This design comes from an exercise in tuning for small area on the open sky130 flow, not from production work.
In this exercise RTL edits were held to simulation tests only and were not proved equivalent to the original.
The clock port is modelled as an ideal driver; clocking choices that lean on that would not hold on a real chip.
No activity file was given, so power comes from the tool's default toggle rates.

File: design.v
`timescale 1ns/1ps
module top(
    input clk,
    input rst,
    output [8:0] RAM_address,
    output [7:0] RAM_data_in,
    input  [7:0] RAM_data_out,
    output RAM_rw
);
    localparam [2:0] CA = 3'd0;   
    localparam [2:0] CJ = 3'd1;   
    localparam [2:0] CE = 3'd3;   
    localparam [2:0] CI = 3'd2;   
    localparam [2:0] CL = 3'd4;   
    localparam [2:0] CS = 3'd6;   
    localparam [2:0] OADD = 3'd0, OSUB = 3'd1, OAND = 3'd2, OOR = 3'd3,
                     OSLT = 3'd4, OXOR = 3'd5, OSHL = 3'd6, OSHR = 3'd7;
    wire [2:0] ph;
    wire [3:0] stp;
    wire clr, cur;
    wire [2:0] cls;
    wire as, sload, we, pcw, zcmp, zld, ald, opx, opf, rw, last, region;
    wire [1:0] k, fsel;
    wire [2:0] dsrc;
    wire g;
    ctl u_ctl(.clk(clk), .rst(rst), .dm(RAM_data_out), .ph(ph), .stp(stp), .clr(clr), .cur(cur),
              .cls(cls), .as(as), .k(k), .fsel(fsel), .dsrc(dsrc), .sload(sload), .we(we), .pcw(pcw),
              .zcmp(zcmp), .zld(zld), .ald(ald), .opx(opx), .opf(opf), .rw(rw), .region(region), .g(g));
    wire [2:0] S;
    reg  [2:0] f;
    always @* begin
        case (fsel)
            2'd0: f = RAM_data_out[2:0];
            2'd1: f = RAM_data_out[7:5];
            2'd2: f = RAM_data_out[5:3];
            default: f = S;
        endcase
    end
    wire P, wbit;
    rf u_rf(.clk(clk), .f(f), .we(we), .clr(clr), .wbit(wbit), .P(P));
    wire pc_out, pcnew;
    wire [2:0] op;
    pcop u_pcop(.clk(clk), .cur(cur), .clr(clr), .ph(ph), .pcw(pcw), .pcnew(pcnew), .pc_out(pc_out),
                .dm(RAM_data_out), .opx(opx), .opf(opf), .op(op));
    dp u_dp(.clk(clk), .ph(ph), .stp(stp), .cls(cls), .clr(clr), .dm(RAM_data_out), .P(P), .pc_out(pc_out),
            .op(op), .as(as), .k(k), .dsrc(dsrc), .sload(sload), .pcw(pcw), .zcmp(zcmp), .zld(zld),
            .ald(ald), .region(region), .S(S), .wbit(wbit), .pcnew(pcnew),
            .RAM_address(RAM_address), .RAM_data_in(RAM_data_in));
    assign RAM_rw = rw & (ph == 3'd0) & ~clr;
endmodule
module ctl(
    input clk, input rst, input [7:0] dm,
    output [2:0] ph, output [3:0] stp, output clr, output reg cur, output reg [2:0] cls,
    output reg as, output reg [1:0] k, output reg [1:0] fsel, output reg [2:0] dsrc,
    output reg sload, output reg we, output reg pcw, output reg zcmp, output reg zld,
    output reg ald, output reg opx, output reg opf, output reg rw, output reg region,
    output reg g
);
    localparam [2:0] CA = 3'd0, CJ = 3'd1, CE = 3'd3, CI = 3'd2, CL = 3'd4, CS = 3'd6;
    reg [6:0] t;
    assign ph = t[2:0];
    assign stp = t[6:3];
    reg last;
    assign clr = &stp[3:1];
    wire iA = (cls == CA), iI = (cls == CI), iE = (cls == CE), iJ = (cls == CJ);
    wire iM = cls[2];                        
    wire iL = iM & ~cls[1];
    wire s0 = (stp == 4'd0), s1 = (stp == 4'd1), s2 = (stp == 4'd2), s3 = (stp == 4'd3);
    wire s4 = (stp == 4'd4), s5 = (stp == 4'd5), s6 = (stp == 4'd6), s7 = (stp == 4'd7);
    wire s8 = (stp == 4'd8), s12 = (stp == 4'd12), s13 = (stp == 4'd13);
    wire ai = iA | iI;
    wire rstep = (iA & (s3 | s4 | s13)) | (iI & (s4 | s12)) | (iE & (s2 | s3)) | (iM & (iL ? s8 : s7));
    wire stall = rstep & (g ^ cur);
    always @* begin
        as    = s0 | s1 | (iA & (s2 | s12)) | (iI & s3) | (iE & s4) | (iM & (s3 | s5));
        k[0]  = ~s0 & ~(iA & s12) & ~(iM & s5);
        k[1]  = (s1 & ~(iE | iM)) | (iA & s12) | s4 | (iM & (s3 | s5));
        fsel[0] = (ai & s4) | (iE & s2) | (iM & (s7 | s8));
        fsel[1] = (iA & s13) | (iM & (s7 | s8));
        dsrc[2] = 1'b0;
        dsrc[0] = (iA & s3) | (ai & s4) | (iE & s2) | (iM & s7 & ~iL);
        dsrc[1] = (iI & s2) | (ai & s4) | (iM & (s2 | s4 | (s7 & iL)));
        sload = ((iI | iM) & s2) | (iA & s3);
        we    = (iA & s13) | (iI & s12) | (iL & s8);
        pcw   = (iA & s13) | (iI & s12) | (iE & s5) | (iJ & s2) | (iM & s7);
        last  = (iA & s13) | (iI & s12) | (iE & s5) | (iJ & s2) | (iM & s8);
        zcmp  = iE & s3;
        zld   = 1'b0;
        ald   = iM & s6;
        opx   = iE & s2;                     
        opf   = iA & s2;
        rw    = iM & cls[1] & s8;
        region = ai & ~s0 & ~s1 & ~s2 & ~s3 & ~s4 & ~s12 & ~s13 & ~stp[3] | ai & stp[3] & ~stp[2];
        if (stall) begin
            dsrc = 3'd0; sload = 0; we = 0; pcw = 0; last = 0; zcmp = 0;
        end
    end
    always @(posedge clk) begin
        if (rst) begin
            t   <= 7'b1110_000;
            cur <= 1'b0;
            g   <= 1'b0;
        end else begin
            g <= g ^ (ph == 3'd7);
            if (last & (ph == 3'd7)) begin
                t   <= 7'd0;
                cur <= ~cur;
            end else begin
                t[2:0] <= ph + 3'd1;
                if ((ph == 3'd7) & ~stall) t[6:3] <= stp + 4'd1;
            end
        end
        if (stp == 4'd1 && ph == 3'd0) cls <= {dm[7], dm[5] | dm[4], dm[4] | dm[3]};
    end
endmodule
module rf(input clk, input [2:0] f, input we, input clr, input wbit, output reg P);
    reg [15:0] R [1:7];
    always @* begin
        P = 1'b0;
        if (f != 3'd0) P = R[f][0];
    end
    wire [3:0] lo = {clr | (f[1:0] == 2'd3), clr | (f[1:0] == 2'd2), clr | (f[1:0] == 2'd1), clr | (f[1:0] == 2'd0)};
    wire [1:0] hi = {clr | f[2], clr | ~f[2]};
    wire w = clr | we;
    integer i;
    always @(posedge clk) begin
        for (i = 1; i < 8; i = i + 1)
            R[i] <= {(w & lo[i % 4] & hi[i / 4]) ? wbit : R[i][0], R[i][15:1]};
    end
endmodule
module pcop(input clk, input cur, input clr, input [2:0] ph, input pcw, input pcnew, output pc_out,
            input [7:0] dm, input opx, input opf, output [2:0] op);
    localparam [2:0] OADD = 3'd0, OSUB = 3'd1, OAND = 3'd2, OOR = 3'd3,
                     OSLT = 3'd4, OXOR = 3'd5, OSHL = 3'd6, OSHR = 3'd7;
    reg [7:0] PC0, PC1;
    reg [2:0] OP0, OP1;
    assign pc_out = cur ? PC1[0] : PC0[0];
    assign op = cur ? OP1 : OP0;
    reg [2:0] fop;
    reg       fok;
    always @* begin
        fok = 1'b1;
        case (dm[5:0])
            6'd32: fop = OADD;
            6'd34: fop = OSUB;
            6'd36: fop = OAND;
            6'd37: fop = OOR;
            6'd38: fop = OXOR;
            6'd42: fop = OSLT;
            6'd4:  fop = OSHL;
            6'd7:  fop = OSHR;
            default: begin fop = OADD; fok = 1'b0; end
        endcase
    end
    wire opw  = opx | (opf & (ph == 3'd0) & fok);
    wire [2:0] opn = opx ? OXOR : fop;
    always @(posedge clk) begin
        PC0 <= {clr ? 1'b0 : (pcw && !cur) ? pcnew : PC0[0], PC0[7:1]};
        PC1 <= {clr ? (ph == 3'd2) : (pcw && cur) ? pcnew : PC1[0], PC1[7:1]};
        if (clr) begin
            OP0 <= OADD;
            OP1 <= OADD;
        end else if (opw) begin
            if (cur) OP1 <= opn; else OP0 <= opn;
        end
    end
endmodule
module dp(
    input clk, input [2:0] ph, input [3:0] stp, input [2:0] cls, input clr, input [7:0] dm,
    input P, input pc_out, input [2:0] op,
    input as, input [1:0] k, input [2:0] dsrc, input sload, input pcw, input zcmp, input zld,
    input ald, input region,
    output reg [2:0] S, output wbit, output pcnew,
    output [8:0] RAM_address, output [7:0] RAM_data_in
);
    localparam [2:0] CE = 3'd3, CJ = 3'd1;
    localparam [2:0] OADD = 3'd0, OSUB = 3'd1, OAND = 3'd2, OOR = 3'd3,
                     OSLT = 3'd4, OXOR = 3'd5, OSHL = 3'd6, OSHR = 3'd7;
    reg [8:0] A;              
    reg [7:0] D;
    reg       C, Z;
    wire p0 = (ph == 3'd0);
    wire p7 = (ph == 3'd7);
    wire dp = dm[ph];
    wire subm = (op == OSUB) || (op == OSLT);
    wire bb   = D[0] ^ subm;
    wire acin = p0 ? subm : C;
    wire asum = P ^ bb ^ acin;
    wire acout = (P & bb) | (acin & (P | bb));
    reg  ares;
    always @* begin
        case (op)
            OADD, OSUB: ares = asum;
            OAND: ares = P & D[0];
            OOR:  ares = P | D[0];
            OXOR: ares = P ^ D[0];
            OSLT: ares = 1'b0;
            default: ares = P;
        endcase
    end
    wire [2:0] kk = {stp[3], stp[1:0]};
    wire kact = (kk <= S);
    wire shl  = region & (op == OSHL) & kact;
    wire shr  = region & (op == OSHR) & kact;
    wire sltf = region & (op == OSLT) & (kk == 3'd1);
    wire kb   = (p0 & k[0]) | ((ph == 3'd1) & k[1]);
    wire pb   = as ? kb : ((cls == CE) & ~Z) ? dp : (ph == 3'd2);
    wire pcin = p0 ? 1'b0 : C;
    wire psum = pc_out ^ pb ^ pcin;
    wire pcout = (pc_out & pb) | (pcin & (pc_out | pb));
    assign pcnew = (cls == CJ) ? dp : psum;
    reg Din;
    always @* begin
        case (dsrc)
            3'd1: Din = P;
            3'd2: Din = dp;
            3'd3: Din = ares;
            default: begin
                if (shl) Din = p0 ? 1'b0 : C;
                else if (sltf) Din = p0 ? ~C : C;
                else if (shr) Din = p7 ? 1'b0 : D[1];
                else Din = D[0];
            end
        endcase
    end
    assign wbit = D[0] & ~clr;
    always @(posedge clk) begin
        if (as) begin
            A  <= {1'b0, psum, A[7:1]};
        end else if (ald) begin
            A[7:0] <= {D[0], A[7:1]};
            if (p0) A[8] <= dm[0];
        end
        D <= {Din, D[7:1]};
        if (sload && ph < 3'd3) S <= {Din, S[2:1]};
        if (as || pcw) C <= pcout;
        else if (dsrc == 3'd3) C <= acout;
        else C <= D[0];
        if (zcmp) Z <= (p0 ? 1'b0 : Z) | ares;
        else if (zld && p0) Z <= dm[0];
    end
    assign RAM_address = A;
    assign RAM_data_in = D;
endmodule
File: flow/run.sh
#!/bin/bash
# The standard layout (standard.sh) with these changes:
#  - synthesis maps the logic with the area-oriented ABC script in
#    flow/abc_area.script and without the full-adder extraction (same
#    Yosys passes otherwise, same registers and names);
#  - each port gets the smallest buffer (buf_1);
#  - the clock tree is built from clkbuf_8 without dummy loads, and right
#    after it is built each clock buffer is swapped for the smallest clock
#    buffer that keeps every flip-flop clock pin's slew under a margin
#    (flow/clkbuf_downsize.tcl).
# The ORFS logs of every step stay under orfs/logs; make's output goes to
# standard.log here.
set -e
rm -rf scripts_area
cp -r "$FLOW_HOME/scripts" scripts_area
cp flow/abc_area.script scripts_area/abc_area.script
cp flow/clkbuf_downsize.tcl scripts_area/clkbuf_downsize.tcl
sed -i 's|^log_cmd clock_tree_synthesis {\*}\$cts_args$|&\nsource $::env(SCRIPTS_DIR)/clkbuf_downsize.tcl|' scripts_area/cts.tcl
grep -q clkbuf_downsize scripts_area/cts.tcl
export SCRIPTS_DIR="$PWD/scripts_area"
export ADDER_MAP_FILE=
export BUFFER_PORTS_ARGS="-buffer_cell sky130_fd_sc_hd__buf_1"
export CTS_ARGS="-sink_clustering_enable -repair_clock_nets -dont_use_dummy_load -buf_list sky130_fd_sc_hd__clkbuf_8"
bash standard.sh > standard.log 2>&1
File: flow/abc_area.script
strash
ifraig
scorr
dc2
strash
dch -f
amap
File: flow/clkbuf_downsize.tcl
proc clkds_worst_slew {} {
  set worst 0
  foreach pin [get_pins -hierarchical */CLK] {
    set s [get_property $pin slew_max]
    if { $s > $worst } { set worst $s }
  }
  return $worst
}
proc clkds_net_slew { net } {
  set worst 0
  foreach it [$net getITerms] {
    if { [[$it getMTerm] getName] == "CLK" } {
      set s [get_property [get_pins [$it getName]] slew_max]
      if { $s > $worst } { set worst $s }
    }
  }
  return $worst
}
set clkds_lim 0.105
estimate_parasitics -placement
set clkds_start [clkds_worst_slew]
puts "clkbuf_downsize: worst flip-flop clock slew before: $clkds_start"
foreach clkds_inst [[ord::get_db_block] getInsts] {
  set clkds_master [[$clkds_inst getMaster] getName]
  if { ![string match sky130_fd_sc_hd__clkbuf_* $clkds_master] } { continue }
  set clkds_name [$clkds_inst getName]
  set clkds_net [[$clkds_inst findITerm X] getNet]
  set clkds_leaf 0
  foreach clkds_it [$clkds_net getITerms] {
    if { [[$clkds_it getMTerm] getName] == "CLK" } { set clkds_leaf 1 }
  }
  if { $clkds_leaf } {
    set clkds_cands {sky130_fd_sc_hd__clkbuf_4}
  } else {
    set clkds_cands {sky130_fd_sc_hd__clkbuf_2 sky130_fd_sc_hd__clkbuf_4}
  }
  foreach clkds_cand $clkds_cands {
    if { $clkds_cand == $clkds_master } { break }
    replace_cell [get_cells $clkds_name] $clkds_cand
    estimate_parasitics -placement
    set clkds_ok 1
    if { $clkds_leaf && [clkds_net_slew $clkds_net] > $clkds_lim } { set clkds_ok 0 }
    if { [clkds_worst_slew] > [expr { max($clkds_lim, $clkds_start) }] } { set clkds_ok 0 }
    if { $clkds_ok } {
      puts "clkbuf_downsize: $clkds_name $clkds_master -> $clkds_cand"
      break
    }
    replace_cell [get_cells $clkds_name] $clkds_master
    estimate_parasitics -placement
  }
}
puts "clkbuf_downsize: worst flip-flop clock slew after: [clkds_worst_slew]"
File: standard.sh
#!/bin/bash
# synth_recipe.tcl (not shown) runs the flow's synth.tcl, then flattens the netlist and writes it again
# the make line also repeats each setting of config.mk as NAME=value (left out here)
make -C /OpenROAD-flow-scripts/flow DESIGN_CONFIG=/design/flow/config.mk WORK_HOME=/design/flow/orfs CLKGATE_MAP_FILE= SYNTH_SCRIPT=/design/flow/synth_recipe.tcl "${@:-finish}"
File: config.mk
export PLATFORM = sky130hd
export DESIGN_NAME = top
export DESIGN_NICKNAME = top
export VERILOG_FILES = /design/flow/design.v
export SDC_FILE = /design/flow/constraint.sdc
export NUM_CORES = 4
export LEC_CHECK = 0
export ABC_AREA = 1
export CAP_MARGIN = 20
export CORE_MARGIN = 2
export CORE_UTILIZATION = 60
export SLEW_MARGIN = 20
File: constraint.sdc
create_clock -name core_clock -period 5.0 [get_ports {clk}]
set_input_delay 1.0000 -clock core_clock [delete_from_list [all_inputs] [get_ports {clk}]]
set_output_delay 1.0000 -clock core_clock [all_outputs]
set_load 0.01 [all_outputs]
==> results of run 1 <==
-- placed cells by master (no fill, tap or decap), types with 3 or more instances in the layout --
master / n
a2111oi_0: 3
nor2_1: 86
o32ai_1: 6
a31oi_1: 4
o22ai_1: 10
dfxtp_1: 153
nand3_1: 12
nor2b_1: 4
edfxtp_1: 15
a22oi_1: 11
nand2_1: 26
buf_1: 27
or4_1: 3
a32oi_1: 4
nand4_1: 3
clkbuf_4: 10
or3_1: 5
o21ai_0: 18
nor4_1: 6
a221oi_1: 5
a21oi_1: 13
clkbuf_8: 7
clkinv_1: 49
nor3_1: 19
-- metal layers --
metal	vias up	share of wire, %	global-route usage [%]
met5	-	0	0
met4	0	2.1	10.1
met3	27	8.0	7.67
met2	173	45	39.2
met1	1680	44	33.7
li1	1725	-	-
-- stage by stage --
| stage | setup WS [ns] | instance area, µm² |
|---|---|---|
| 6_report | 0.392 | 5440 |
| 5_1_grt | 0.152 | 5440 |
| 4_1_cts | 0.192 | 5440 |
| 3_5_place_dp | 0.250 | 5270 |
| 3_3_place_gp | 0.533 | 5270 |
| 2_1_floorplan | 1.10 | 5020 |
-- sequential cells by signal, indices dropped and copies added, names as in the netlist --
| register | count |
|---|---|
| u_ctl.cur | 1 |
| u_dp.C | 1 |
| u_dp.S | 3 |
| u_dp.Z | 1 |
| u_pcop.OP0 | 3 |
| u_ctl.cls | 3 |
| u_pcop.PC1 | 8 |
| u_ctl.g | 1 |
| u_pcop.PC0 | 8 |
| u_dp.D | 8 |
| u_ctl.t | 7 |
| u_dp.A | 9 |
| u_rf.R | 112 |
| u_pcop.OP1 | 3 |
-- repair_timing --
action | 4_1_cts | 5_1_grt
endpoints found under the setup margin | 0 | 3
hold buffers | 0 | 0
gates resized for setup | 0 | 3
setup buffers | 0 | 0
-- cell type report --
cell class / count / area [µm²] / area share (%)
multi-input combinational: 254 / 1320 / 24.3
timing repair buffer: 29 / 116 / 2.14
sequential: 168 / 3510 / 64.6
tap: 105 / 131 / 2.41
inverter: 50 / 188 / 3.45
clock buffer: 17 / 171 / 3.15
-- power by group through the flow --
stage / sequential (mW) / clock [mW] / combinational [mW]
6_report: 1.38 / 0.588 / 0.0595
5_1_grt: 1.39 / 0.654 / 0.0647
4_1_cts: 1.38 / 0.602 / 0.0571
3_5_place_dp: 1.41 / 0 / 0.0569
3_3_place_gp: 1.41 / 0 / 0.0543
2_1_floorplan: 1.41 / 0 / 0.0365
-- cells by family (layout without fill, tap and decap cells) --
group                  after synthesis  after routing
DFF                                168            168
AOI/OAI and AO/OA                   87             87
and+or+nand+nor                    167            167
buffers and inverters               50             96
-- critical path: cells and delay by family, from the launching register on --
family	cells	cell delay (ns)
buffers and inverters	4	0.72
flip-flops	1	0.47
AO/OA/AOI/OAI	6	1.67
AND/OR/NAND/NOR	9	1.54
-- worst min-delay path by stage --
stage | slack [ns] | from | end | cells after the start
final | 0.31 | u_rf.R[7][13] | u_rf.R[7][12] | 0
after global routing | 0.31 | u_rf.R[2][15] | u_rf.R[2][14] | 0
after CTS | 0.31 | u_rf.R[7][13] | u_rf.R[7][12] | 0
after detailed placement | 0.31 | u_rf.R[4][6] | u_rf.R[4][5] | 0
after global placement | 0.31 | u_rf.R[7][6] | u_rf.R[7][5] | 0
after floorplan | 0.31 | u_pcop.PC0[1] | u_pcop.PC0[0] | 0
==> results.json, run 1 <==
{
  "drtIter0Drc": 374,
  "wire_per_inst_um": 17.3,
  "cts_tree": "yes",
  "swShare_pct": 20.7,
  "finalCriticalPeriod_ns": 4.61,
  "synth_fa_ha_area_share_pct": 0,
  "rows": 33,
  "synth-simple-area-share_pct": 14.5,
  "drt_pass1_iterations": 5,
  "coreArea_um2": 8180,
  "synthCells": 472,
  "synth-xor-area-share_pct": 0,
  "final_core_util_pct": 66.6,
  "synth-compound-area-share_pct": 11.8,
  "synthArstFlopShare_pct": 0,
  "grt_pass1_vias": 3395,
  "worstMarginPinSlew_ns": 0.755,
  "yosys_most_used_dff": "dfxtp_1",
  "powerDensity_nw_per_um2": 373,
  "outcome": "timing/DRC/antenna clean",
  "antenna_cells": 0,
  "hold_ws_ns": 0.311,
  "drc": 0,
  "synth_commonest_cells": "dfxtp_1, nor2_1, clkinv_1",
  "grtUsageTotal_pct": 25.4,
  "slew_violations": 0,
  "routed_via_density": 5.79,
  "grt_max_degree": 21,
  "ys_seq_area_share_pct": 70.0,
  "setup_viol": 0,
  "rsz0062_at_grt": "no",
  "r2r-end": "u_dp.S[2]",
  "finalHoldViolCount": 0,
  "placed_cells": 606,
  "post_synth_main_area_contributors": "dfxtp_1, edfxtp_1, nor2_1",
  "cp-end-kind": "flip-flop",
  "cp-startpoint": "u_ctl.cls[2]",
  "cp_slowest_cell": "edfxtp_1",
  "synthMuxAreaShare_pct": 0,
  "r2r-start": "u_ctl.cls[2]",
  "antenna_found_initial": 0,
  "ys_types": 31,
  "path_cells": "clkinv_1, nand3_1, or3_1, nor2_1, clkinv_1, nand3_1, nor2_1, o32ai_1, inv_2, a32oi_1, nand3_1, o21ai_1, clkinv_1, nor2b_1, nor2_1, a2111oi_0, or4_1, o21ai_0, o21ai_0",
  "p_leak_nw": 1.98,
  "num_vias": 3605,
  "ys_warn_count": 22,
  "area_delta_synth_final_pct": 8.40,
  "peakVddDrop_mv": 0.270,
  "gp_congestion": 0.945,
  "die_w_um": 95.5,
  "die_area_um2": 9110,
  "combinationalPowerShare_pct": 2.9,
  "synth_enable_flop_cells": 15,
  "crit_path_start_kind": "flip-flop",
  "pwr-share-clk_pct": 29.0,
  "drive_above_1_share_pct": 4.05,
  "p_total_mw": 2.03,
  "initial_core_util_pct": 61.4,
  "p_switching_mw": 0.421,
  "max_cap_viol_count": 0,
  "synth_top_family_by_area": "simple AND/OR/NAND/NOR gates",
  "portBuffers": 27,
  "arrival_ns": 4.82,
  "grt_pass1_wl_mm": 16.9,
  "skew_ns": 0.0357,
  "crit_required_ns": 5.21,
  "clkTransAtPathRegs_ns": 0.09,
  "crit_type": "reg -> reg",
  "critPathMaxStageDelay_ns": 0.47,
  "endpoint": "u_dp.S[2]",
  "fp.dieH_um": 95.5,
  "clock_latency_ns": 0.42,
  "antenna_left": 0,
  "cp_max_fo": 10,
  "finalWirelength_mm": 10.8,
  "final_nets": 530,
  "cts_made_buffers": 17,
  "sequentialPowerShare_pct": 68.1,
  "rr_worst_depth": 19,
  "regToRegSetupSlack_ns": 0.39,
  "ys_seq_elements": 168,
  "synth_area_um2": 5020,
  "grt-ovfl-total": 0,
  "slew_headroom_pct": 49.0,
  "fillCellCount": 614,
  "pin_count": 28,
  "synth_top_area_share_pct": 61.0,
  "cts_sinks": 168,
  "min_period_over_period_pct": 92.2,
  "p_int_mw": 1.61,
  "max_freq_mhz": 217,
  "dp.final_hpwl_mm": 8.02,
  "fin_cells": 623,
  "syn_nets": 482,
  "hold_class": "reg -> reg",
  "synth.most_common_cell": "dfxtp_1",
  "syn_avg_cell_area_um2": 10.6,
  "tns_ns": 0,
  "synth_top_area_cell": "dfxtp_1"
}
==> inputs of run 2 (changes only) <==
--- a/design.v
+++ b/design.v
@@ -15,4 +15,4 @@
     localparam [2:0] CS = 3'd6;   
-    localparam [2:0] OADD = 3'd0, OSUB = 3'd1, OAND = 3'd2, OOR = 3'd3,
-                     OSLT = 3'd4, OXOR = 3'd5, OSHL = 3'd6, OSHR = 3'd7;
+    localparam [2:0] OADD = 3'd0, OSUB = 3'd2, OAND = 3'd4, OOR = 3'd5,
+                     OSLT = 3'd3, OXOR = 3'd6, OSHL = 3'd1, OSHR = 3'd7;
     wire [2:0] ph;
@@ -132,4 +132,4 @@
             input [7:0] dm, input opx, input opf, output [2:0] op);
-    localparam [2:0] OADD = 3'd0, OSUB = 3'd1, OAND = 3'd2, OOR = 3'd3,
-                     OSLT = 3'd4, OXOR = 3'd5, OSHL = 3'd6, OSHR = 3'd7;
+    localparam [2:0] OADD = 3'd0, OSUB = 3'd2, OAND = 3'd4, OOR = 3'd5,
+                     OSLT = 3'd3, OXOR = 3'd6, OSHL = 3'd1, OSHR = 3'd7;
     reg [7:0] PC0, PC1;
@@ -138,18 +138,7 @@
     assign op = cur ? OP1 : OP0;
-    reg [2:0] fop;
-    reg       fok;
-    always @* begin
-        fok = 1'b1;
-        case (dm[5:0])
-            6'd32: fop = OADD;
-            6'd34: fop = OSUB;
-            6'd36: fop = OAND;
-            6'd37: fop = OOR;
-            6'd38: fop = OXOR;
-            6'd42: fop = OSLT;
-            6'd4:  fop = OSHL;
-            6'd7:  fop = OSHR;
-            default: begin fop = OADD; fok = 1'b0; end
-        endcase
-    end
+    wire [5:0] fn = dm[5:0];
+    wire [2:0] fop = fn[5] ? {fn[2], fn[1], fn[0] | fn[3]} : {fn[1], fn[1], 1'b1};
+    wire fok = ~fn[4] & (fn[5] ? ((~fn[3] & ~fn[2] & ~fn[0]) | (~fn[3] & fn[2] & ~(fn[1] & fn[0])) |
+                                  (fn[3] & ~fn[2] & fn[1] & ~fn[0]))
+                               : (~fn[3] & fn[2] & ~(fn[1] ^ fn[0])));
     wire opw  = opx | (opf & (ph == 3'd0) & fok);
@@ -176,4 +165,4 @@
     localparam [2:0] CE = 3'd3, CJ = 3'd1;
-    localparam [2:0] OADD = 3'd0, OSUB = 3'd1, OAND = 3'd2, OOR = 3'd3,
-                     OSLT = 3'd4, OXOR = 3'd5, OSHL = 3'd6, OSHR = 3'd7;
+    localparam [2:0] OADD = 3'd0, OSUB = 3'd2, OAND = 3'd4, OOR = 3'd5,
+                     OSLT = 3'd3, OXOR = 3'd6, OSHL = 3'd1, OSHR = 3'd7;
     reg [8:0] A;              
--- a/config.mk
+++ b/config.mk
@@ -10,3 +10,4 @@
 export CORE_MARGIN = 2
-export CORE_UTILIZATION = 60
+export CORE_UTILIZATION = 55
+export PLACE_DENSITY = 0.85
 export SLEW_MARGIN = 20
==> run 2 against run 1 <==
  * Worst setup slack better by 0.24 ns
  * Non-clock buffer count did not move
  * Clock power is 3.4% higher
  * Sequential share of layout area is 0.12 points higher
  * Via count is 0.78% lower
  * Flip-flop and latch count unchanged
  * Area after synthesis is 0.55% lower
  * Critical path type unchanged
  * Largest power group unchanged
==> results.json, run 2 <==
{
  "outcome": "timing/DRC/antenna clean",
  "syn_nets": 484,
  "synth.most_common_cell": "dfxtp_1",
  "grt-ovfl-total": 0,
  "critPathMaxStageDelay_ns": 0.53,
  "synth_enable_flop_cells": 15,
  "min_period_over_period_pct": 87.4,
  "cts_made_buffers": 17,
  "antenna_cells": 0,
  "max_cap_viol_count": 0,
  "dp.final_hpwl_mm": 8.24,
  "path_cells": "clkinv_1, nor2_1, clkinv_1, nor3_1, clkinv_1, nand3_1, nor2_1, o22ai_1, clkinv_1, a32oi_1, nand3_1, o21ai_1, clkinv_1, nor2_1, o31ai_1, or4_1, o21ai_0, o21ai_0",
  "wire_per_inst_um": 17.7,
  "crit_path_start_kind": "flip-flop",
  "crit_type": "reg -> reg",
  "portBuffers": 27,
  "synthCells": 474,
  "yosys_most_used_dff": "dfxtp_1",
  "max_freq_mhz": 229,
  "tns_ns": 0,
  "largest_reg_flops": 112,
  "drive_above_1_share_pct": 3.85,
  "die_w_um": 99.3,
  "grtUsageTotal_pct": 24.4,
  "drt_pass1_iterations": 5,
  "finalCriticalPeriod_ns": 4.37,
  "crit_family": "simple AND/OR/NAND/NOR gates",
  "layout_common_cells": "dfxtp_1, nor2_1, clkinv_1",
  "regMostFlops": "u_rf.R",
  "crit_buf_inv": 5,
  "ff_latch_area_um2": 3510,
  "peakVddDrop_mv": 0.276,
  "arrival_ns": 4.81,
  "antenna_found_initial": 0,
  "ys_warn_count": 22,
  "syn_avg_cell_area_um2": 10.5,
  "synth_top_area_share_pct": 61.4,
  "final_nets": 532,
  "clock_latency_ns": 0.69,
  "gp_congestion": 1.06,
  "ys_types": 32,
  "pin_count": 28,
  "cp-end-kind": "flip-flop",
  "multi_input_area_um2": 1300,
  "slew_violations": 0,
  "post_synth_main_area_contributors": "dfxtp_1, edfxtp_1, nor2_1",
  "cp_slowest_cell": "dfxtp_1",
  "powerDensity_nw_per_um2": 377,
  "grt_pass1_wl_mm": 18.0,
  "synth_area_um2": 4990,
  "drtIter0Drc": 327,
  "rows": 34,
  "hold_class": "reg -> reg",
  "fillCellCount": 711,
  "skew_ns": 0.0399,
  "synth_top_area_cell": "dfxtp_1",
  "setup_viol": 0,
  "final_common_cell": "dfxtp_1",
  "cts_tree": "yes",
  "die_area_um2": 9850,
  "cts_sinks": 168,
  "placed_cells": 611,
  "crit_required_ns": 5.44,
  "rsz0062_at_grt": "no",
  "finalWirelength_mm": 11.1,
  "cp_max_fo": 9,
  "slew_headroom_pct": 30.5,
  "coreArea_um2": 8760,
  "fin_cells": 628,
  "routed_via_density": 5.70,
  "grt_max_degree": 18,
  "initial_core_util_pct": 57.0,
  "area_delta_synth_final_pct": 8.80,
  "grt_pass1_vias": 3537,
  "synth_commonest_cells": "dfxtp_1, nor2_1, clkinv_1",
  "clkTransAtPathRegs_ns": 0.10,
  "fp.dieH_um": 99.3,
  "drc": 0,
  "antenna_left": 0,
  "cpMostUsedCell": "clkinv_1",
  "p_leak_nw": 1.99,
  "hold_ws_ns": 0.299,
  "largestRegisters": "u_rf.R: 112 flops, u_dp.A: 9 flops",
  "synthArstFlopShare_pct": 0,
  "ys_seq_area_share_pct": 70.4,
  "num_vias": 3577,
  "worstMarginPinSlew_ns": 1.03,
  "finalHoldViolCount": 0,
  "ys_seq_elements": 168
}
-- run 2: changes by cell type after synthesis, moves of 3 or more --
cell,change
nor4_1,+4
o32ai_1,-6
a211oi_1,+3
a22oi_1,-3
o21ai_0,+3
a21oi_1,+4
-- run 2: routing by layer --
| layer | GRT usage (%) | up-vias | share of wire (%) |
|---|---|---|---|
| li1 | - | 1718 | - |
| met1 | 30.8 | 1635 | 42 |
| met2 | 39.1 | 182 | 47 |
| met3 | 5.55 | 42 | 7.0 |
| met4 | 13.0 | 0 | 4.3 |
| met5 | 0 | - | 0 |
-- run 2: report_power, final --
group	total, mW	switching [mW]	internal [mW]
logic	0.0562	0.0399	0.0163
clock network	0.608	0.382	0.226
registers	1.38	0.00729	1.38
total	2.05	0.429	1.62
-- run 2: worst paths after layout --
| kind | start | end | slack, ns | depth (start not counted) |
|---|---|---|---|---|
| max | u_ctl.t[6] | u_dp.Z | 0.63 | 18 |
| min | u_rf.R[6][8] | u_rf.R[6][7] | 0.30 | 0 |
| max reg2reg | u_ctl.t[6] | u_dp.Z | 0.63 | 18 |
| min reg2reg | u_rf.R[6][8] | u_rf.R[6][7] | 0.30 | 0 |
-- run 2: final cells by class --
type,count,area share (%)
flip-flops and latches,168,64.7
clock buffers,17,3.34
inverters,50,3.46
well taps,108,2.49
repair buffers,29,2.14
multi-input cells,256,23.9
-- run 2: cell families after synthesis --
logic type             count (synthesis)  synth area share [%]
flip-flops                           168                  70.4
AO/OA/AOI/OAI                         85                  10.9
buffers and inverters                 50                  3.76
AND/OR/NAND/NOR                      171                  15.0
-- run 2: per-stage QoR --
| step | power, mW | setup slack, ns | cell area (µm²) | utilization [%] |
|---|---|---|---|---|
| after CTS | 2.07 | 0.612 | 5430 | 61.9 |
| final | 2.05 | 0.629 | 5430 | 62.0 |
| after detailed placement | 1.47 | 0.665 | 5240 | 59.8 |
| after global routing | 2.13 | 0.149 | 5430 | 62.0 |
| after floorplan | 1.45 | 1.33 | 4990 | - |
| after global placement | 1.47 | 0.733 | 5240 | 59.8 |
-- run 2: timing repair --
action                     4_1_cts  5_1_grt
hold buffers                     0        0
buffers inserted                 0        0
setup endpoints to repair        0        2
gates resized for setup          0        2
-- run 2: worst register-to-register path: cells and delay by family (launching register included) --
kind	cells	cell delay, ns
AOI/OAI and AO/OA	6	1.05
buffers and inverters	5	1.03
DFF	1	0.53
and+or+nand+nor	7	1.50
==> inputs of run 3 (changes only) <==
--- a/config.mk
+++ b/config.mk
@@ -10,4 +10,3 @@
 export CORE_MARGIN = 2
-export CORE_UTILIZATION = 55
-export PLACE_DENSITY = 0.85
+export CORE_UTILIZATION = 60
 export SLEW_MARGIN = 20
==> run 3 against run 2 <==
  * Flip-flop and latch count stayed put
  * Fmax is 4.8% lower
  * Combinational power grew 3.9%
  * Register-to-register slack got worse by 0.22 ns
  * Global-route usage grew 4.9 points
  * Routed wire length increased by 9.5%
  * Still clean on timing, DRC and antenna
  * Critical path depth increased by 5
  * Sequential power is essentially flat
  * Sequential share of layout area rose by 0.075 points
  * Count of clock-buffer cells in the layout did not move
  * Die area is 8.0% lower
==> results.json, run 3 <==
{
  "final_nets": 534,
  "hold_class": "reg -> reg",
  "final_core_util_pct": 66.7,
  "pin_count": 28,
  "num_vias": 3729,
  "post_synth_main_area_contributors": "dfxtp_1, edfxtp_1, nor2_1",
  "area_delta_synth_final_pct": 8.67,
  "cts_made_buffers": 17,
  "top_layer_used": "met4",
  "drtIter0Drc": 349,
  "peakVddDrop_mv": 0.406,
  "setup_viol": 0,
  "cp_max_fo": 7,
  "cpMostUsedCell": "nor2_1",
  "largestRegisters": "u_rf.R: 112 flops, u_dp.A: 9 flops",
  "drive_above_1_share_pct": 4.60,
  "portBuffers": 27,
  "layout_common_cells": "dfxtp_1, nor2_1, clkinv_1",
  "regMostFlops": "u_rf.R",
  "max_cap_viol_count": 0,
  "skew_ns": 0.0285,
  "grt_pass1_wl_mm": 19.4,
  "setup_slack_ns": 0.407,
  "fin_cells": 627,
  "antenna_found_initial": 0,
  "crit_buf_inv": 5,
  "synth_enable_flop_cells": 15,
  "post-cts-setup-buffers": 0,
  "syn_avg_cell_area_um2": 10.5,
  "drc": 0,
  "cts_resized": 0,
  "crit_type": "reg -> reg",
  "finalHoldViolCount": 0,
  "synth_top_area_cell": "dfxtp_1",
  "crit_family": "simple AND/OR/NAND/NOR gates",
  "wirelength_met1_mm": 4.80,
  "routed_via_density": 5.95,
  "die_area_um2": 9070,
  "finalCriticalPeriod_ns": 4.59,
  "critPathMaxStageDelay_ns": 0.41,
  "placed_cells": 610,
  "antenna_cells": 0,
  "cts_tree": "yes",
  "max_freq_mhz": 218,
  "grt-ovfl-total": 0,
  "pre_cts_slack_ns": 0.402,
  "slew_violations": 0,
  "cts-hold-fix-buffers": 0,
  "wl_met3_um": 803,
  "worstMarginPinSlew_ns": 0.725,
  "coreArea_um2": 8130,
  "crit_path_start_kind": "flip-flop",
  "tns_ns": 0,
  "cp_slowest_cell": "or4_1",
  "p_leak_nw": 1.99,
  "initial_core_util_pct": 61.4,
  "drt_pass1_iterations": 6,
  "routed-wl-met2_mm": 6.07,
  "cts_sinks": 168,
  "synth.most_common_cell": "dfxtp_1",
  "ys_warn_count": 22,
  "finalWirelength_mm": 12.2,
  "ys_seq_elements": 168,
  "synthCells": 474,
  "die_w_um": 95.2,
  "ys_types": 32,
  "rsz0062_at_grt": "no",
  "rows": 33,
  "crit_required_ns": 5.24,
  "yosys_most_used_dff": "dfxtp_1",
  "ys_seq_area_share_pct": 70.4,
  "p_total_mw": 2.01,
  "slew_headroom_pct": 51.2,
  "cp-end-kind": "flip-flop",
  "grt_max_degree": 19,
  "grtUsageTotal_pct": 29.3,
  "largest_reg_flops": 112,
  "gp_congestion": 0.963,
  "path_cells": "nor2_1, clkinv_1, nor2_1, clkinv_1, nor2_1, clkinv_1, nor2_1, nor2_1, clkinv_1, nand2_1, o2111ai_1, clkinv_1, nor2_1, nand2_1, a31oi_1, o21ai_1, nor2_1, a21oi_1, nor2_1, a2111oi_0, or4_1, o21ai_0, o21ai_0",
  "powerDensity_nw_per_um2": 371,
  "r2r-start": "u_ctl.t[3]",
  "synth_commonest_cells": "dfxtp_1, nor2_1, clkinv_1",
  "synthArstFlopShare_pct": 0,
  "wire_per_inst_um": 19.4,
  "dp.final_hpwl_mm": 8.96,
  "grt_pass1_vias": 3774,
  "clock_latency_ns": 0.52,
  "syn_nets": 484,
  "arrival_ns": 4.83,
  "min_period_over_period_pct": 91.9,
  "fp.dieH_um": 95.2,
  "synth_area_um2": 4990,
  "synth_top_area_share_pct": 61.4,
  "final_common_cell": "dfxtp_1",
  "cp-startpoint": "u_ctl.t[3]",
  "antenna_left": 0,
  "clkTransAtPathRegs_ns": 0.10,
  "worstHoldStart": "u_rf.R[1][5]",
  "outcome": "timing/DRC/antenna clean"
}
[run 3: cell types whose count changed in the layout (fill, tap and decap cells not counted), sizes merged]
cell	before	now
inv	0	1
clkinv	50	49
buf	29	31
[run 3: layout make-up]
cell class | count | area, µm²
clock buffer | 17 | 159
sequential | 168 | 3510
fill | 596 | 2710
inverter | 50 | 188
multi-input combinational | 256 | 1300
timing repair buffer | 31 | 131
tap | 105 | 131
[run 3: cell families after synthesis]
kind of cell,count (synthesis),share of synthesized area [%]
DFF,168,70.4
and+or+nand+nor,171,15.0
buffers and inverters,50,3.76
AOI/OAI and AO/OA,85,10.9
[run 3: worst register-to-register path, cell delays in order (launching register included)]
cell,delay (ns)
dfxtp_1,0.40
nor2_1,0.23
clkinv_1,0.19
nor2_1,0.15
clkinv_1,0.12
nor2_1,0.18
clkinv_1,0.15
nor2_1,0.23
nor2_1,0.13
clkinv_1,0.10
nand2_1,0.06
o2111ai_1,0.24
clkinv_1,0.26
nor2_1,0.21
nand2_1,0.09
a31oi_1,0.21
o21ai_1,0.16
nor2_1,0.23
a21oi_1,0.10
nor2_1,0.11
a2111oi_0,0.06
or4_1,0.41
o21ai_0,0.13
o21ai_0,0.14
[run 3: final timing paths]
path,endpoint,slack [ns],cells past startpoint
max,u_dp.Z,0.41,23
min,u_rf.R[1][4],0.31,0
max reg2reg,u_dp.Z,0.41,23
min reg2reg,u_rf.R[1][4],0.31,0
[run 3: layer usage]
metal / GRT usage (%) / vias to the layer above
met5: 0 / -
met4: 14.6 / 0
met3: 7.19 / 55
met2: 49.9 / 199
met1: 34.4 / 1765
li1: - / 1710
[run 3: power breakdown]
group / total (mW) / internal (mW) / leakage, nW / switching (mW)
clock: 0.569 / 0.198 / 0.0912 / 0.371
sequential: 1.38 / 1.38 / 1.37 / 0.00863
combinational: 0.0584 / 0.0164 / 0.537 / 0.0420
total: 2.01 / 1.59 / 1.99 / 0.422
[run 3: stage by stage]
step	hold WS, ns	cell area (µm²)
finish	0.311	5430
global route	0.319	5430
CTS	0.312	5410
detailed placement	0.312	5260
global placement	0.311	5260
floorplan	0.310	4990
==> inputs of run 4 (changes only) <==
--- a/design.v
+++ b/design.v
@@ -169,3 +169,3 @@
     reg [7:0] D;
-    reg       C, Z;
+    reg       C;
     wire p0 = (ph == 3'd0);
@@ -195,3 +195,3 @@
     wire kb   = (p0 & k[0]) | ((ph == 3'd1) & k[1]);
-    wire pb   = as ? kb : ((cls == CE) & ~Z) ? dp : (ph == 3'd2);
+    wire pb   = as ? kb : ((cls == CE) & ~S[2]) ? dp : (ph == 3'd2);
     wire pcin = p0 ? 1'b0 : C;
@@ -224,2 +224,3 @@
         if (sload && ph < 3'd3) S <= {Din, S[2:1]};
+        else if (zcmp) S[2] <= (p0 ? 1'b0 : S[2]) | ares;
         if (as || pcw) C <= pcout;
@@ -227,4 +228,2 @@
         else C <= D[0];
-        if (zcmp) Z <= (p0 ? 1'b0 : Z) | ares;
-        else if (zld && p0) Z <= dm[0];
     end
--- a/config.mk
+++ b/config.mk
@@ -10,3 +10,4 @@
 export CORE_MARGIN = 2
-export CORE_UTILIZATION = 60
+export CORE_UTILIZATION = 55
+export PLACE_DENSITY = 0.85
 export SLEW_MARGIN = 20
==> run 4 against run 3 <==
  * Cell count grew 0.96%
  * Total power up 1.2%
  * Design area about the same
  * Sequential share of layout area decreased by 0.60 points
  * Critical endpoint is now u_dp.S[2]
==> results.json, run 4 <==
{
  "hold_class": "reg -> reg",
  "hold_depth": 0,
  "regToRegSetupSlack_ns": 0.42,
  "cp-end-kind": "flip-flop",
  "final_nets": 537,
  "grt_pass1_wl_mm": 16.8,
  "whs_endpoint": "u_rf.R[5][8]",
  "arrival_ns": 4.99,
  "finalHoldViolCount": 0,
  "syn_avg_cell_area_um2": 10.4,
  "coreArea_um2": 8760,
  "max_freq_mhz": 218,
  "r2r-start": "u_ctl.t[3]",
  "grt_max_degree": 17,
  "ys_types": 31,
  "layout_common_cells": "dfxtp_1, nor2_1, clkinv_1",
  "rsz0062_at_grt": "no",
  "placed_cells": 616,
  "worstHoldStart": "u_rf.R[5][9]",
  "largestRegisters": "u_rf.R: 112 flops, u_dp.A: 9 flops",
  "ys_seq_elements": 167,
  "outcome": "timing/DRC/antenna clean",
  "setup_viol": 0,
  "crit_required_ns": 5.41,
  "finalCriticalPeriod_ns": 4.58,
  "max_cap_viol_count": 0,
  "grt_pass1_vias": 3374,
  "gp_congestion": 0.895,
  "synth.most_common_cell": "dfxtp_1",
  "setup_slack_ns": 0.423,
  "finalWirelength_mm": 10.3,
  "rr_worst_depth": 20,
  "rows": 34,
  "routed_via_density": 5.57,
  "synth_top_area_share_pct": 61.6,
  "die_w_um": 99.1,
  "antenna_left": 0,
  "fin_cells": 633,
  "cts_sinks": 167,
  "post-cts-setup-buffers": 0,
  "slew_violations": 0,
  "fillCellCount": 751,
  "slew_headroom_pct": 32.3,
  "drive_above_1_share_pct": 4.19,
  "drc": 0,
  "wire_per_inst_um": 16.3,
  "final_common_cell": "dfxtp_1",
  "powerDensity_nw_per_um2": 375,
  "drtIter0Drc": 209,
  "cts_tree": "yes",
  "synthCells": 478,
  "antenna_found_initial": 0,
  "die_area_um2": 9820,
  "cts_resized": 0,
  "num_vias": 3526,
  "antenna_cells": 0,
  "syn_nets": 488,
  "min_period_over_period_pct": 91.5,
  "cts-hold-fix-buffers": 0,
  "peakVddDrop_mv": 0.272,
  "yosys_most_used_dff": "dfxtp_1",
  "cts_made_buffers": 17,
  "clkTransAtPathRegs_ns": 0.10,
  "tns_ns": 0,
  "synth_area_um2": 4970,
  "largest_reg_flops": 112,
  "regMostFlops": "u_rf.R",
  "initial_core_util_pct": 56.8,
  "fp.dieH_um": 99.1,
  "portBuffers": 27,
  "grtUsageTotal_pct": 22.4,
  "synthArstFlopShare_pct": 0,
  "synth_top_area_cell": "dfxtp_1",
  "p_leak_nw": 2.00,
  "pre_cts_slack_ns": 0.553,
  "crit_type": "reg -> reg",
  "ys_warn_count": 22,
  "r2r-end": "u_dp.S[2]",
  "grt-ovfl-total": 0,
  "cp_max_fo": 7,
  "ys_seq_area_share_pct": 70.0,
  "synth_enable_flop_cells": 14,
  "post_synth_main_area_contributors": "dfxtp_1, edfxtp_1, nor2_1",
  "crit_path_start_kind": "flip-flop",
  "dp.final_hpwl_mm": 7.61,
  "skew_ns": 0.0335,
  "synth_commonest_cells": "dfxtp_1, nor2_1, clkinv_1",
  "clock_latency_ns": 0.69,
  "hold_ws_ns": 0.313,
  "area_delta_synth_final_pct": 9.13,
  "worstMarginPinSlew_ns": 1.00,
  "drt_pass1_iterations": 4,
  "pin_count": 28
}
[run 4: changes by cell type after synthesis, sizes merged, moves of 3 or more]
cell and delta:
clkinv +8, nor4 -6, nor2 -5, nand3 +4, o21ai +4, a211oi -3
a21oi -3, a31oi +3, nand2 +3, o211ai +3, o32ai +3
[run 4: power breakdown]
group	total, mW	internal [mW]	switching [mW]	leakage (nW)
combinational	0.0586	0.0172	0.0415	0.526
clock	0.603	0.235	0.368	0.104
sequential	1.37	1.37	0.00761	1.37
[run 4: area by class of cell]
type	instances	area (µm²)	share of cell area [%]
Sequential cell	167	3480	64.2
Multi-Input combinational cell	253	1280	23.6
Inverter	58	218	4.01
Clock buffer	17	188	3.46
Tap cell	108	135	2.49
Timing Repair Buffer	30	124	2.28
[run 4: how the worst max path moves through the flow]
stage / from / end / slack (ns) / depth (start not counted)
after floorplan: u_ctl.t[6] / u_dp.S[2] / 1.26 / 20
after global placement: u_ctl.t[6] / u_dp.S[2] / 0.78 / 20
after detailed placement: u_ctl.t[6] / u_dp.S[2] / 0.55 / 20
after CTS: u_ctl.t[6] / u_dp.S[2] / 0.50 / 20
after global routing: u_ctl.t[3] / u_dp.S[2] / 0.02 / 24
final: u_ctl.t[3] / u_dp.S[2] / 0.42 / 20
[run 4: critical path, stage by stage (launching register included)]
cell and delay [ns]:
dfxtp_1 0.46, clkinv_1 0.19, nand3_1 0.25, nor2_1 0.15
nor2_1 0.27, clkinv_1 0.18, a22oi_1 0.22, o211ai_1 0.11
o21ai_0 0.22, clkinv_1 0.25, nor2_1 0.19, a31oi_1 0.06
o22ai_1 0.38, clkinv_1 0.15, nor2_1 0.18, o31ai_1 0.08
or4_1 0.50, o21ai_0 0.13, o21ai_0 0.16, nand2_1 0.08
o21ai_0 0.07
[run 4: cells by family after synthesis]
group	synth area share [%]
AO/OA/AOI/OAI	11.7
flip-flops	70.0
buffers and inverters	4.38
AND/OR/NAND/NOR	13.9
[run 4: metrics by stage]
stage | total power, mW | instance area, µm² | util (%)
finish | 2.04 | 5430 | 62.0
global placement | 1.46 | 5230 | 59.7
floorplan | 1.44 | 4970 | -
CTS | 2.06 | 5420 | 61.9
global route | 2.12 | 5430 | 62.0
detailed placement | 1.46 | 5230 | 59.7
[run 4: per-layer routing]
metal,share of wire (%),track usage [%],wire length (µm),vias to the layer above
met5,0,0,0,-
met3,6.7,5.69,692,19
met1,46,30.5,4780,1652
met4,1.6,8.96,166,0
li1,-,-,-,1723
met2,45,34.7,4710,132
==> inputs of run 5 (changes only) <==
--- a/design.v
+++ b/design.v
@@ -94,3 +94,4 @@
         if (stall) begin
-            dsrc = 3'd0; sload = 0; we = 0; pcw = 0; last = 0; zcmp = 0;
+            if (dsrc[1]) dsrc = 3'd0;
+            we = 0; pcw = 0; last = 0;
         end
==> run 5 against run 4 <==
  * Die area decreased by 0.48%
  * Clock power about the same
  * Combinational power rose by 0.7%
  * Area after synthesis is 0.50% lower
  * Count of clock-buffer cells in the layout unchanged
  * First-iteration DRC count grew 80%
  * Critical path depth up 4
  * Critical path type unchanged
  * Critical endpoint unchanged
==> results.json, run 5 <==
{
  "drtIter0Drc": 377,
  "finalWirelength_mm": 10.5,
  "tns_ns": 0,
  "synth_enable_flop_cells": 14,
  "rows": 34,
  "pin_count": 28,
  "crit_path_start_kind": "flip-flop",
  "cpMostUsedCell": "nor2_1",
  "syn_nets": 476,
  "synth_top_area_share_pct": 61.9,
  "swShare_pct": 20.9,
  "cp_max_fo": 6,
  "synthArstFlopShare_pct": 0,
  "final_core_util_pct": 62.3,
  "largest_reg_flops": 112,
  "ys_warn_count": 22,
  "cts_made_buffers": 17,
  "powerDensity_nw_per_um2": 375,
  "cts_tree": "yes",
  "coreArea_um2": 8720,
  "crit_required_ns": 5.35,
  "clkTransAtPathRegs_ns": 0.11,
  "combinationalPowerShare_pct": 2.9,
  "synth_area_um2": 4950,
  "critPathMaxStageDelay_ns": 0.43,
  "hold_class": "reg -> reg",
  "post_synth_main_area_contributors": "dfxtp_1, edfxtp_1, nor2_1",
  "ys_seq_area_share_pct": 70.4,
  "cts_sinks": 167,
  "worstMarginPinSlew_ns": 0.680,
  "initial_core_util_pct": 56.8,
  "antenna_found_initial": 0,
  "drt_pass1_iterations": 5,
  "synth_top_area_cell": "dfxtp_1",
  "grtUsageTotal_pct": 22.6,
  "sequentialPowerShare_pct": 67.6,
  "wire_per_inst_um": 16.8,
  "outcome": "timing/DRC/antenna clean",
  "arrival_ns": 4.88,
  "finalCriticalPeriod_ns": 4.54,
  "p_switching_mw": 0.425,
  "cp_slowest_cell": "edfxtp_1",
  "area_delta_synth_final_pct": 9.71,
  "final_nets": 526,
  "fp.dieH_um": 98.9,
  "largestRegisters": "u_rf.R: 112 flops, u_dp.A: 9 flops",
  "antenna_cells": 0,
  "grt_pass1_vias": 3497,
  "max_cap_viol_count": 0,
  "finalHoldViolCount": 0,
  "syn_avg_cell_area_um2": 10.6,
  "synth_commonest_cells": "dfxtp_1, nor2_1, clkinv_1",
  "path_cells": "clkinv_1, nor2_1, nand2_1, nor2_1, clkinv_1, o21ai_2, clkinv_1, nand3_1, nor2_1, o32ai_4, clkinv_1, nor2_1, clkinv_1, nor2_1, o22ai_2, o21ai_0, nor2_1, a2111oi_1, a2111o_1, a21boi_0, nand2_1, nand2_1, nand2_1, o21ai_0",
  "antenna_left": 0,
  "dp.final_hpwl_mm": 7.45,
  "grt-ovfl-total": 0,
  "p_int_mw": 1.61,
  "min_period_over_period_pct": 90.7,
  "p_total_mw": 2.03,
  "setup_viol": 0,
  "crit_type": "reg -> reg",
  "p_leak_nw": 1.98,
  "ys_types": 32,
  "grt_max_degree": 19,
  "skew_ns": 0.0359,
  "die_w_um": 98.9,
  "synth.most_common_cell": "dfxtp_1",
  "peakVddDrop_mv": 0.240,
  "slew_violations": 0,
  "routed_via_density": 5.66,
  "gp_congestion": 0.939,
  "post-cts-setup-buffers": 0,
  "pwr-share-clk_pct": 29.5,
  "max_freq_mhz": 220,
  "portBuffers": 27,
  "regMostFlops": "u_rf.R",
  "final_common_cell": "dfxtp_1",
  "die_area_um2": 9770,
  "synthCells": 466,
  "clock_latency_ns": 0.55,
  "slew_headroom_pct": 54.2,
  "cp-end-kind": "flip-flop",
  "ys_seq_elements": 167,
  "drc": 0,
  "yosys_most_used_dff": "dfxtp_1",
  "layout_common_cells": "dfxtp_1, nor2_1, clkinv_1",
  "num_vias": 3520,
  "drive_above_1_share_pct": 5.06,
  "grt_pass1_wl_mm": 17.1
}
run 5: cell types whose count changed after synthesis, moves of 3 or more:
| cell | before | now |
|---|---|---|
| a211oi_1 | 0 | 3 |
| clkinv_1 | 58 | 52 |
| nand3_1 | 14 | 9 |
| nor2_1 | 82 | 78 |
| nor4_1 | 4 | 10 |
| o211ai_1 | 3 | 0 |
| o21ai_0 | 26 | 23 |
run 5: path summary, 6_finish.rpt:
check,from,end,slack (ns),depth (start not counted)
worst min register to register,u_rf.R[2][1],u_rf.R[2][0],0.30,0
worst max register to register,u_ctl.cls[1],u_dp.S[2],0.46,24
worst min-delay path,u_rf.R[2][1],u_rf.R[2][0],0.30,0
worst max-delay path,u_ctl.cls[1],u_dp.S[2],0.46,24
run 5: kinds of logic after synthesis:
kind of cell	Yosys count	share of synthesized area, %
buffers and inverters	52	3.94
DFF	167	70.4
and+or+nand+nor	157	13.7
AOI/OAI and AO/OA	90	12.0
run 5: layout make-up:
cell class / instances / area, µm²
timing repair buffer: 31 / 131
fill: 704 / 3290
clock buffer: 17 / 178
inverter: 52 / 199
tap: 108 / 135
multi-input combinational: 247 / 1300
sequential: 167 / 3480
run 5: stage by stage:
| stage | std cells | instance area [µm²] | hold slack [ns] | setup WS [ns] |
|---|---|---|---|---|
| 5_1_grt | 622 | 5430 | 0.312 | -0.0155 |
| 6_report | 622 | 5430 | 0.303 | 0.463 |
| 3_3_place_gp | 605 | 5220 | 0.312 | 0.436 |
| 2_1_floorplan | 466 | 4950 | 0.310 | 0.902 |
| 4_1_cts | 622 | 5390 | 0.309 | 0.0739 |
| 3_5_place_dp | 605 | 5220 | 0.312 | 0.0887 |
run 5: power by group through the flow:
stage                     clock network, mW  logic, mW  registers (mW)
after global routing                  0.661     0.0649            1.38
after detailed placement                  0     0.0551            1.41
after floorplan                           0     0.0366            1.40
after global placement                    0     0.0536            1.41
after CTS                             0.614     0.0552            1.38
final                                 0.600     0.0590            1.38
run 5: layer usage:
| layer | wire [µm] | share of wire, % | global-route usage, % | vias up |
|---|---|---|---|---|
| met4 | 185 | 1.8 | 8.43 | 0 |
| met1 | 4830 | 46 | 30.6 | 1629 |
| met2 | 4710 | 45 | 34.7 | 169 |
| met3 | 741 | 7.1 | 6.52 | 21 |
| li1 | - | - | - | 1701 |
| met5 | 0 | 0 | 0 | - |
run 5: worst max-delay path: cells and delay by family, from the launching register on:
kind	cells	cell delay [ns]
AOI/OAI and AO/OA	8	1.67
and+or+nand+nor	11	1.44
buffers and inverters	5	0.83
DFF	1	0.43
run 5: timing repair:
item | CTS | global route
endpoints found under the setup margin | 0 | 2
gates resized for setup | 0 | 9
hold buffers | 0 | 0
==> inputs of run 6 (changes only) <==
--- a/flow/clkbuf_downsize.tcl
+++ b/flow/clkbuf_downsize.tcl
@@ -18,3 +18,3 @@
 }
-set clkds_lim 0.105
+set clkds_lim 0.110
 estimate_parasitics -placement
==> run 6 against run 5 <==
  * Still clean
  * Hold slack worse by 0.0030 ns
  * Routed wire length up 0.24%
  * Sequential share of layout area about the same
  * Clock power down 1%
  * Utilization about the same
  * Cell count unchanged
  * Fmax up 0.70%
  * Synthesized cell count unchanged
  * Die area unchanged
  * Area after synthesis unchanged
  * Critical endpoint unchanged
  * Largest power group unchanged
  * Highest routed layer unchanged
==> results.json, run 6 <==
{
  "final_core_util_pct": 62.2,
  "ff_latch_area_um2": 3480,
  "grt-ovfl-total": 0,
  "finalWirelength_mm": 10.5,
  "peakVddDrop_mv": 0.238,
  "ys_seq_area_share_pct": 70.4,
  "yosys_most_used_dff": "dfxtp_1",
  "cp_slowest_cell": "dfxtp_1",
  "outcome": "timing/DRC/antenna clean",
  "num_vias": 3517,
  "layout_common_cells": "dfxtp_1, nor2_1, clkinv_1",
  "synthArstFlopShare_pct": 0,
  "cp_max_fo": 6,
  "grt_max_degree": 19,
  "swShare_pct": 20.9,
  "synth_top_area_share_pct": 61.9,
  "ys_warn_count": 22,
  "regMostFlops": "u_rf.R",
  "hold_ws_ns": 0.300,
  "max_freq_mhz": 222,
  "p_switching_mw": 0.424,
  "pin_count": 28,
  "worstMarginPinSlew_ns": 0.682,
  "finalHoldViolCount": 0,
  "grtUsageTotal_pct": 22.6,
  "max_cap_viol_count": 0,
  "drt_pass1_iterations": 6,
  "drive_above_1_share_pct": 5.06,
  "cpMostUsedCell": "nor2_1",
  "arrival_ns": 5.01,
  "largest_reg_flops": 112,
  "synthCells": 466,
  "antenna_cells": 0,
  "slew_headroom_pct": 54.0,
  "crit_type": "reg -> reg",
  "synth_commonest_cells": "dfxtp_1, nor2_1, clkinv_1",
  "ys_types": 32,
  "rows": 34,
  "p_leak_nw": 1.98,
  "final_common_cell": "dfxtp_1",
  "slew_violations": 0,
  "fillCellCount": 705,
  "clkTransAtPathRegs_ns": 0.10,
  "critPathMaxStageDelay_ns": 0.40,
  "skew_ns": 0.0408,
  "initial_core_util_pct": 56.8,
  "post_synth_main_area_contributors": "dfxtp_1, edfxtp_1, nor2_1",
  "cts_sinks": 167,
  "combinationalPowerShare_pct": 2.9,
  "antenna_left": 0,
  "crit_family": "simple AND/OR/NAND/NOR gates",
  "min_period_over_period_pct": 90.1,
  "post-cts-setup-buffers": 0,
  "synth.most_common_cell": "dfxtp_1",
  "die_w_um": 98.9,
  "largestRegisters": "u_rf.R: 112 flops, u_dp.A: 9 flops",
  "finalCriticalPeriod_ns": 4.51,
  "setup_viol": 0,
  "cts_made_buffers": 17,
  "synth_top_area_cell": "dfxtp_1",
  "p_int_mw": 1.60,
  "clock_latency_ns": 0.70,
  "routed_via_density": 5.65,
  "synth_area_um2": 4950,
  "antenna_found_initial": 0,
  "hold_class": "reg -> reg",
  "multi_input_area_um2": 1300,
  "pwr-share-clk_pct": 29.3,
  "p_total_mw": 2.03,
  "path_cells": "nor2_1, nand3_1, nor2_1, clkinv_1, o21ai_2, clkinv_1, nand3_1, nor2_1, o32ai_4, clkinv_1, nor2_1, clkinv_1, nor2_1, o22ai_2, o21ai_0, nor2_1, a2111oi_1, a2111o_1, a21boi_0, nand2_1, nand2_1, nand2_1, o21ai_0",
  "wire_per_inst_um": 16.9,
  "grt_pass1_wl_mm": 17.1,
  "portBuffers": 27,
  "ys_seq_elements": 167,
  "cp-end-kind": "flip-flop",
  "die_area_um2": 9770,
  "drtIter0Drc": 377,
  "powerDensity_nw_per_um2": 374,
  "cts-hold-fix-buffers": 0,
  "synth_enable_flop_cells": 14,
  "cts_tree": "yes",
  "regToRegSetupSlack_ns": 0.49,
  "crit_required_ns": 5.50,
  "drc": 0,
  "tns_ns": 0,
  "fp.dieH_um": 98.9,
  "sequentialPowerShare_pct": 67.8,
  "dp.final_hpwl_mm": 7.45,
  "grt_pass1_vias": 3497,
  "gp_congestion": 0.939,
  "area_delta_synth_final_pct": 9.66,
  "coreArea_um2": 8720,
  "syn_nets": 476,
  "crit_buf_inv": 4,
  "syn_avg_cell_area_um2": 10.6,
  "final_nets": 526,
  "crit_path_start_kind": "flip-flop"
}
[run 6: cell counts after synthesis]
Identical to the previous run, type by type.
[run 6: layout make-up]
cell class,instances,share of cell area [%]
Clock buffer,17,3.23
Inverter,52,3.67
Multi-Input combinational cell,247,24.0
Sequential cell,167,64.2
Tap cell,108,2.49
Timing Repair Buffer,31,2.42
[run 6: per-stage QoR]
stage                     cell area (µm²)  setup WS (ns)  std cells
after floorplan                      4950          0.902        466
after global placement               5220          0.436        605
after detailed placement             5220         0.0887        605
after CTS                            5390         0.0733        622
after global routing                 5430        -0.0168        622
final                                5430          0.494        622
[run 6: logic make-up after synthesis]
logic type             Yosys count  synth area share (%)
AO/OA/AOI/OAI                   90                  12.0
buffers and inverters           52                  3.94
flip-flops                     167                  70.4
AND/OR/NAND/NOR                157                  13.7
[run 6: power groups by stage]
stage | clock network [mW] | registers [mW] | logic (mW)
3_5_place_dp | 0 | 1.41 | 0.0551
5_1_grt | 0.657 | 1.38 | 0.0649
3_3_place_gp | 0 | 1.41 | 0.0536
2_1_floorplan | 0 | 1.40 | 0.0366
4_1_cts | 0.610 | 1.38 | 0.0552
6_report | 0.594 | 1.38 | 0.0589
[run 6: metal layers]
layer  vias up  GRT usage, %  wire [µm]
met4         0          8.43        184
met3        19          6.52        774
met1      1640          30.6       4760
met2       158          34.7       4770
met5         -             0          0
li1       1700             -          -
[run 6: final timing paths]
check	end	cells past startpoint	startpoint
min reg2reg	u_rf.R[4][2]	0	u_rf.R[4][3]
max reg2reg	u_dp.S[2]	23	u_ctl.t[6]
min	u_rf.R[4][2]	0	u_rf.R[4][3]
max	u_dp.S[2]	23	u_ctl.t[6]
[run 6: worst register-to-register path, cell delays in order, from the launching register on]
cell and delay (ns):
dfxtp_1 0.40, nor2_1 0.26, nand3_1 0.20, nor2_1 0.30
clkinv_1 0.20, o21ai_2 0.13, clkinv_1 0.11, nand3_1 0.12
nor2_1 0.08, o32ai_4 0.29, clkinv_1 0.20, nor2_1 0.21
clkinv_1 0.11, nor2_1 0.14, o22ai_2 0.15, o21ai_0 0.29
nor2_1 0.09, a2111oi_1 0.30, a2111o_1 0.16, a21boi_0 0.25
nand2_1 0.10, nand2_1 0.11, nand2_1 0.05, o21ai_0 0.09
[run 6: what timing repair did]
item,4_1_cts,5_1_grt
endpoints found under the setup margin,0,2
resized for setup,0,9
endpoints found under the hold margin,0,0
==> inputs of run 7 (changes only) <==
==> flow/abc_area.script (replaced) <==
strash
ifraig
scorr
dc2
dc2
strash
dch -f
amap -F 3 -A 8
--- a/flow/clkbuf_downsize.tcl
+++ b/flow/clkbuf_downsize.tcl
@@ -18,3 +18,3 @@
 }
-set clkds_lim 0.110
+set clkds_lim 0.105
 estimate_parasitics -placement
==> run 7 against run 6 <==
  * First-iteration DRC count down 10%
  * Critical endpoint unchanged
  * Count of clock-buffer cells in the layout did not move
  * Critical path type unchanged
  * Register-to-register slack worse by 0.06 ns
  * Combinational power shrank 12%
==> results.json, run 7 <==
{
  "outcome": "timing/DRC/antenna clean",
  "synth_area_um2": 4930,
  "finalCriticalPeriod_ns": 4.57,
  "hold_class": "reg -> reg",
  "fin_area_um2": 5420,
  "max_cap_viol_count": 0,
  "ys_types": 31,
  "syn_nets": 471,
  "fp.dieH_um": 98.7,
  "synth_top_area_cell": "dfxtp_1",
  "ys_seq_area_share_pct": 70.6,
  "path_cells": "buf_4, nand2_1, nor2_1, nor2_1, clkinv_1, nor3_2, clkinv_1, o22ai_1, o22ai_1, buf_4, nand2_1, clkinv_1, a222oi_1, nand3_1, o21ai_1, clkinv_1, nor2_1, a21oi_1, o21ai_0, a211oi_1, o41ai_1, o21ai_0, a22o_1",
  "crit_path_start_kind": "flip-flop",
  "finalWirelength_mm": 10.4,
  "syn_avg_cell_area_um2": 10.7,
  "cp_slowest_cell": "edfxtp_1",
  "crit_required_ns": 5.16,
  "gp_congestion": 0.900,
  "post_synth_main_area_contributors": "dfxtp_1, edfxtp_1, nor2_1",
  "final_common_cell": "dfxtp_1",
  "largest_reg_flops": 112,
  "grt_use_met2_pct": 35.5,
  "cts_sinks": 167,
  "dp.final_hpwl_mm": 7.54,
  "num_vias": 3562,
  "layout_common_cells": "dfxtp_1, nor2_1, clkinv_1",
  "drive_above_1_share_pct": 5.88,
  "rows": 34,
  "skew_ns": 0.0289,
  "grt_use_met3_pct": 5.11,
  "busiest_layer": "met2",
  "grt_max_degree": 21,
  "ys_warn_count": 22,
  "yosys_most_used_dff": "dfxtp_1",
  "cpMostUsedCell": "clkinv_1",
  "rsz0062_at_grt": "no",
  "area_delta_synth_final_pct": 9.97,
  "pin_count": 28,
  "synth_top_area_share_pct": 62.1,
  "drtIter0Drc": 338,
  "regMostFlops": "u_rf.R",
  "coreArea_um2": 8720,
  "clock_latency_ns": 0.42,
  "grtUsageTotal_pct": 22.7,
  "cp_max_fo": 5,
  "crit_buf_inv": 6,
  "worstMarginPinSlew_ns": 0.991,
  "crit_type": "reg -> reg",
  "drt_pass1_iterations": 5,
  "die_w_um": 98.7,
  "antenna_found_initial": 0,
  "final_core_util_pct": 62.2,
  "ys_seq_elements": 167,
  "wire_per_inst_um": 16.9,
  "synthArstFlopShare_pct": 0,
  "cp-end-kind": "flip-flop",
  "min_period_over_period_pct": 91.4,
  "final_nets": 522,
  "largestRegisters": "u_rf.R: 112 flops, u_dp.A: 9 flops",
  "setup_viol": 0,
  "powerDensity_nw_per_um2": 376,
  "routed_via_density": 5.76,
  "initial_core_util_pct": 56.5,
  "setup_slack_ns": 0.431,
  "pre_cts_slack_ns": -0.0591,
  "slew_headroom_pct": 33.7,
  "clkTransAtPathRegs_ns": 0.10,
  "dpl-instance-area_um2": 5200,
  "finalHoldViolCount": 0,
  "grt_pass1_wl_mm": 17.0,
  "cts_tree": "yes"
}
-- run 7: cell count changes after synthesis, sizes merged, moves of 4 or more --
cell    previous run  this run
nor3              19         8
o21ai             23        35
nor2b              4         0
clkinv            52        57
a31oi              8         3
nor4              10         5
nor2              78        67
a21oi             12        21
-- run 7: layout make-up --
class	instances	area, µm²
well taps	108	135
inverters	57	214
multi-input cells	237	1260
clock buffers	17	190
repair buffers	32	139
fillers	733	3300
flip-flops and latches	167	3480
-- run 7: power by group --
| part | total (mW) | internal [mW] | switching, mW |
|---|---|---|---|
| clock | 0.618 | 0.243 | 0.374 |
| combinational | 0.0517 | 0.0155 | 0.0362 |
| sequential | 1.37 | 1.36 | 0.00638 |
| total | 2.04 | 1.62 | 0.417 |
-- run 7: kinds of logic after synthesis --
group / after synthesis / share of synthesized area [%]
and+or+nand+nor: 127 / 10.8
AOI/OAI and AO/OA: 110 / 14.3
DFF: 167 / 70.6
buffers and inverters: 57 / 4.34
-- run 7: path summary, 6_finish.rpt --
path                                   start  slack, ns            to  cells after the start
worst max-delay path            u_ctl.cls[2]       0.43     u_dp.S[2]                     23
worst min register to register  u_rf.R[5][8]       0.30  u_rf.R[5][7]                      0
worst max register to register  u_ctl.cls[2]       0.43     u_dp.S[2]                     23
worst min-delay path            u_rf.R[5][8]       0.30  u_rf.R[5][7]                      0
-- run 7: repair_timing --
action                                 CTS  global route
endpoints found under the hold margin    0             0
setup buffers                            0             1
setup endpoints to repair                1             2
gates cloned                             0             0
resized for setup                        1            11
-- run 7: through the flow --
stage               total power, mW  TNS [ns]  instances  hold slack, ns
global placement               1.45         0        600           0.310
global route                   2.11         0        618           0.305
finish                         2.04         0        618           0.302
CTS                            2.05         0        617           0.304
floorplan                      1.43         0        461           0.310
detailed placement             1.45   -0.0591        600           0.313
-- run 7: metal layers --
metal / part of all wire [%] / wire (µm)
met1: 44 / 4560
met3: 7.8 / 810
met5: 0 / 0
met2: 45 / 4750
met4: 3.0 / 318
-- run 7: worst register-to-register path, cell delays in order, from the launching register on --
cell	delay, ns
edfxtp_1	0.48
buf_4	0.18
nand2_1	0.10
nor2_1	0.10
nor2_1	0.27
clkinv_1	0.15
nor3_2	0.17
clkinv_1	0.14
o22ai_1	0.20
o22ai_1	0.12
buf_4	0.17
nand2_1	0.09
clkinv_1	0.08
a222oi_1	0.36
nand3_1	0.12
o21ai_1	0.19
clkinv_1	0.19
nor2_1	0.16
a21oi_1	0.07
o21ai_0	0.16
a211oi_1	0.08
o41ai_1	0.35
o21ai_0	0.18
a22o_1	0.22

Check on run 7: ideal ports give 0.431 ns setup slack; a clkbuf_16 on the clock port and buf_2 on the inputs give 0.431 ns; moving port delays by the midpoint clock arrival (0.435 ns) as well gives 0.431 ns.
